This is an optimization exercise on Yosys and OpenROAD, whose aim is small area, not a production implementation.
The RTL was checked by simulation tests, not by an equivalence proof against the original design.
Power figures rest on the tool's default switching activity, not on a simulated workload.

## xenon
## calculator
module calculator(
    input wire clk,
    input wire rst,
    input wire[7:0] in,
    input wire[2:0] op,
    input wire apply,
    output wire[7:0] tail,
    output wire empty,
    output wire valid
);
    wire [7:0] a, b, result;
    wire [2:0] n;
    wire err;
    wire go     = apply & ~err;
    wire is_push = (op == 3'd0);
    wire is_pop  = (op == 3'd1);
    wire is_arith = (op != 3'd0) & (op != 3'd1) & (op != 3'd7);
    wire by_div  = op[2] & (op[0] ^ op[1]);
    wire full    = (n == 3'd5);
    wire none    = (n == 3'd0);
    wire two     = n[2] | n[1];            
    wire bzero   = (b == 8'd0);
    wire ok_push  = is_push & ~full;
    wire ok_pop   = is_pop & ~none;
    wire ok_arith = is_arith & two & ~(by_div & bzero);
    wire shift   = go & (ok_push | ok_arith);
    wire inc     = go & ok_push;
    wire dec     = go & (ok_pop | ok_arith);
    wire set_err = go & ~(ok_push | ok_pop | ok_arith);
    queue_with_controller queue (
        .clk(clk), .rst(rst),
        .shift(shift), .back(is_push ? in : result),
        .inc(inc), .dec(dec), .set_err(set_err),
        .a(a), .b(b), .tail(tail), .n(n), .err(err)
    );
    ALU alu (.a(a), .b(b), .op(op), .result(result));
    assign empty = none;
    assign valid = ~err;
endmodule
Size in the first run: roughly 370 cells after synthesis, about 24 I/O pins, roughly 3200 sq um of cells after synthesis.
export LEC_CHECK = 0
export ABC_AREA = 1
export CAP_MARGIN = 20
export CORE_MARGIN = 2
export CORE_UTILIZATION = 40
export SLEW_MARGIN = 20
create_clock -name core_clock -period 15.0 [get_ports {clk}]
standard.sh (not shown) runs the stock make flow with config.mk's settings and CLKGATE_MAP_FILE= SYNTH_SCRIPT=/design/flow/synth_recipe.tcl, a recipe that flattens the netlist after the stock synthesis.
==> flow/flow/run.sh <==
#!/bin/bash
# The standard layout (standard.sh) with two changes:
#  1. After the standard synthesis, its combinational logic is mapped again by
#     ABC without the full-adder cells that synthesis extracted (reopt.ys). The
#     registers are untouched: same instances, names and cell types.
#  2. The buffers that buffer_ports puts on the ports use sky130_fd_sc_hd__buf_1.
# Each tool's output goes to a log of its own in this folder.
set -euo pipefail
here=$(cd "$(dirname "$0")" && pwd)
work=$(pwd)
res=$work/orfs/results/$FLOW_PLATFORM/calculator/base
lib=$FLOW_HOME/platforms/$FLOW_PLATFORM/lib/sky130_fd_sc_hd__tt_025C_1v80.lib
yosys=$(command -v yosys || echo "$FLOW_HOME/../tools/install/yosys/bin/yosys")
export BUFFER_PORTS_ARGS="-buffer_cell sky130_fd_sc_hd__buf_1"

# 1. standard synthesis
bash standard.sh synth > synth.log 2>&1
cp "$res/1_2_yosys.v" "$work/standard_synth.v"

# 2. map the combinational logic again
dont_use=$(sed -n '/^export DONT_USE_CELLS/,/^#/p' "$FLOW_HOME/platforms/$FLOW_PLATFORM/config.mk" \
  | grep -o 'sky130_fd_sc_hd__[A-Za-z0-9_]*' | sed 's/^/-dont_use /' | tr '\n' ' ')
script=$(tr -d '\n' < "$here/abc.script" | sed 's/[&|\\]/\\&/g')
sed -e "s|@LIB@|$lib|g" -e "s|@IN@|$work/standard_synth.v|g" -e "s|@OUT@|$work/reopt.v|g" \
    -e "s|@TOP@|$FLOW_TOP|g" -e "s|@DONT_USE@|$dont_use|g" -e "s|@SCRIPT@|$script|g" "$here/reopt.ys" > "$work/reopt_run.ys"
"$yosys" -l "$work/reopt.log" -s "$work/reopt_run.ys" > /dev/null 2>&1
cp "$work/reopt.v" "$res/1_2_yosys.v"
rm -f "$res/1_synth.odb" "$res/1_synth.sdc"

# 3. the rest of the standard layout, from the new netlist; timing and
#    design repair may buffer with buf_1 and buf_2 only
export DONT_USE_CELLS="sky130_fd_sc_hd__buf_4 sky130_fd_sc_hd__buf_6 sky130_fd_sc_hd__buf_8 sky130_fd_sc_hd__buf_12 sky130_fd_sc_hd__buf_16"
bash standard.sh > layout.log 2>&1
==> flow/flow/abc.script <==
strash;&get,-n;&deepsyn,-T,30;&dch,-f;&nf,-R,1000,-p;&put;topo;dnsize;
Other scripts of this flow, unchanged in this note and not shown: flow/flow/reopt.ys
Setup changes, xenon to garnet
Settings: an added GPL_TIMING_DRIVEN of 0; a change of CORE_UTILIZATION from 40 to 65.
diff --git a/flow/flow/run.sh b/flow/flow/run.sh
--- a/flow/flow/run.sh
+++ b/flow/flow/run.sh
@@ -28,6 +28,4 @@
 rm -f "$res/1_synth.odb" "$res/1_synth.sdc"
 
-# 3. the rest of the standard layout, from the new netlist; timing and
-#    design repair may buffer with buf_1 and buf_2 only
-export DONT_USE_CELLS="sky130_fd_sc_hd__buf_4 sky130_fd_sc_hd__buf_6 sky130_fd_sc_hd__buf_8 sky130_fd_sc_hd__buf_12 sky130_fd_sc_hd__buf_16"
+# 3. the rest of the standard layout, from the new netlist
 bash standard.sh > layout.log 2>&1
==> comparison <==
Diff xenon -> garnet: highest ir drop seen on vdd moved up, fraction of power consumed by the clock network moved up, post-detailed-route DRC marker count level. [compare] base=xenon new=garnet: die area -about 37%, sequential share of layout area +0.34 points, worst setup slack after placement -1.76 ns, via count +5.5%. garnet — path depth of the worst reg2reg path 2.6% lower, xenon as reference. Summary of garnet over xenon: average footprint of a synthesized cell essentially unchanged; final cycle utilization of the critical path went up 1.9 points.
Input-level comparison between violet and garnet:
Settings: CORE_UTILIZATION: 65 -> 40; GPL_TIMING_DRIVEN: 0 -> unset.
==> flow/flow/abc.script <==
strash;&get,-n;&deepsyn,-T,30;&dch,-f;&nf,-R,1000,-p;&put;strash;&get,-n;&deepsyn,-T,30;&dch,-f;&nf,-R,1000,-p;&put;topo;dnsize;
### Flow results
- Wire: violet routes more than garnet
- queue.r0[4] as the destination of the critical timing path was reported by garnet, and queue.r0[3] by violet.
- Diff garnet -> violet: worst hold slack now sits lower, hold path depth now sits at about the same level, clock tree cell share of total cell area now sits higher.
- ~same synthesized area divided by synthesized cell count in garnet and violet
- Looking at share of the clock period used by the worst path, violet sits 3.8 points lower than garnet does.
- Compared to garnet, violet has number of non-clock inverters 3 lower.
- Min post-DP HPWL across garnet and violet: garnet
- violet vs garnet, overall power went up by 0.000017 W.
--- input diff violet..delta ---
==> flow/flow/abc.script <==
strash;&get,-n;&deepsyn,-T,30;&dch,-f;&nf,-R,1000,-p;&put;topo;buffer,-p;upsize,-D,12000;dnsize,-D,12000;
The lower number of clock buffers in the layout came out of violet. Compared with violet, delta shows a total iterations of the first detailed-routing run that is 1 lower. violet → delta: detail-routed net length per standard cell moved down; final instance area moved up; die footprint moved up. Launch point of the worst path: op[0] -> violet, op[1] -> delta. Looking at slowest library cell on the worst path, the mux2_2 result is from delta; the maj3_1 one comes from violet.

[separate check: timing with driven ports]
How much do the figures lean on ideal ports? The routed layouts below were timed once more, with nothing changed but the port constraints. Step 1 sets driving cells, clkbuf_16 on the clock port and buf_2 on the other inputs (assumed; they add their load-dependent delay and slew). Step 2 moves the port delays by t, midway between the first and last clock arrival at a register: inputs arrive t later, outputs are due t later. That takes back most of the time a late clock gives input paths. Slacks: ideal / step 1 / step 2; pairs: ideal / step 1.
run	t (ns)	slack for setup (ns)	worst setup path after step 2
xenon	0.315	0.921 / 0.929 / 0.615	input to register
garnet	0.321	0.640 / 0.644 / 0.323	input to register
violet	0.324	1.204 / 1.207 / 0.883	input to register
delta	0.320	1.044 / 1.047 / 0.728	input to register
After both steps every run listed still meets setup and hold. For violet, which loses most, drivers alone change the setup slack by +0.003 ns; drivers and shift together by -0.321 ns.
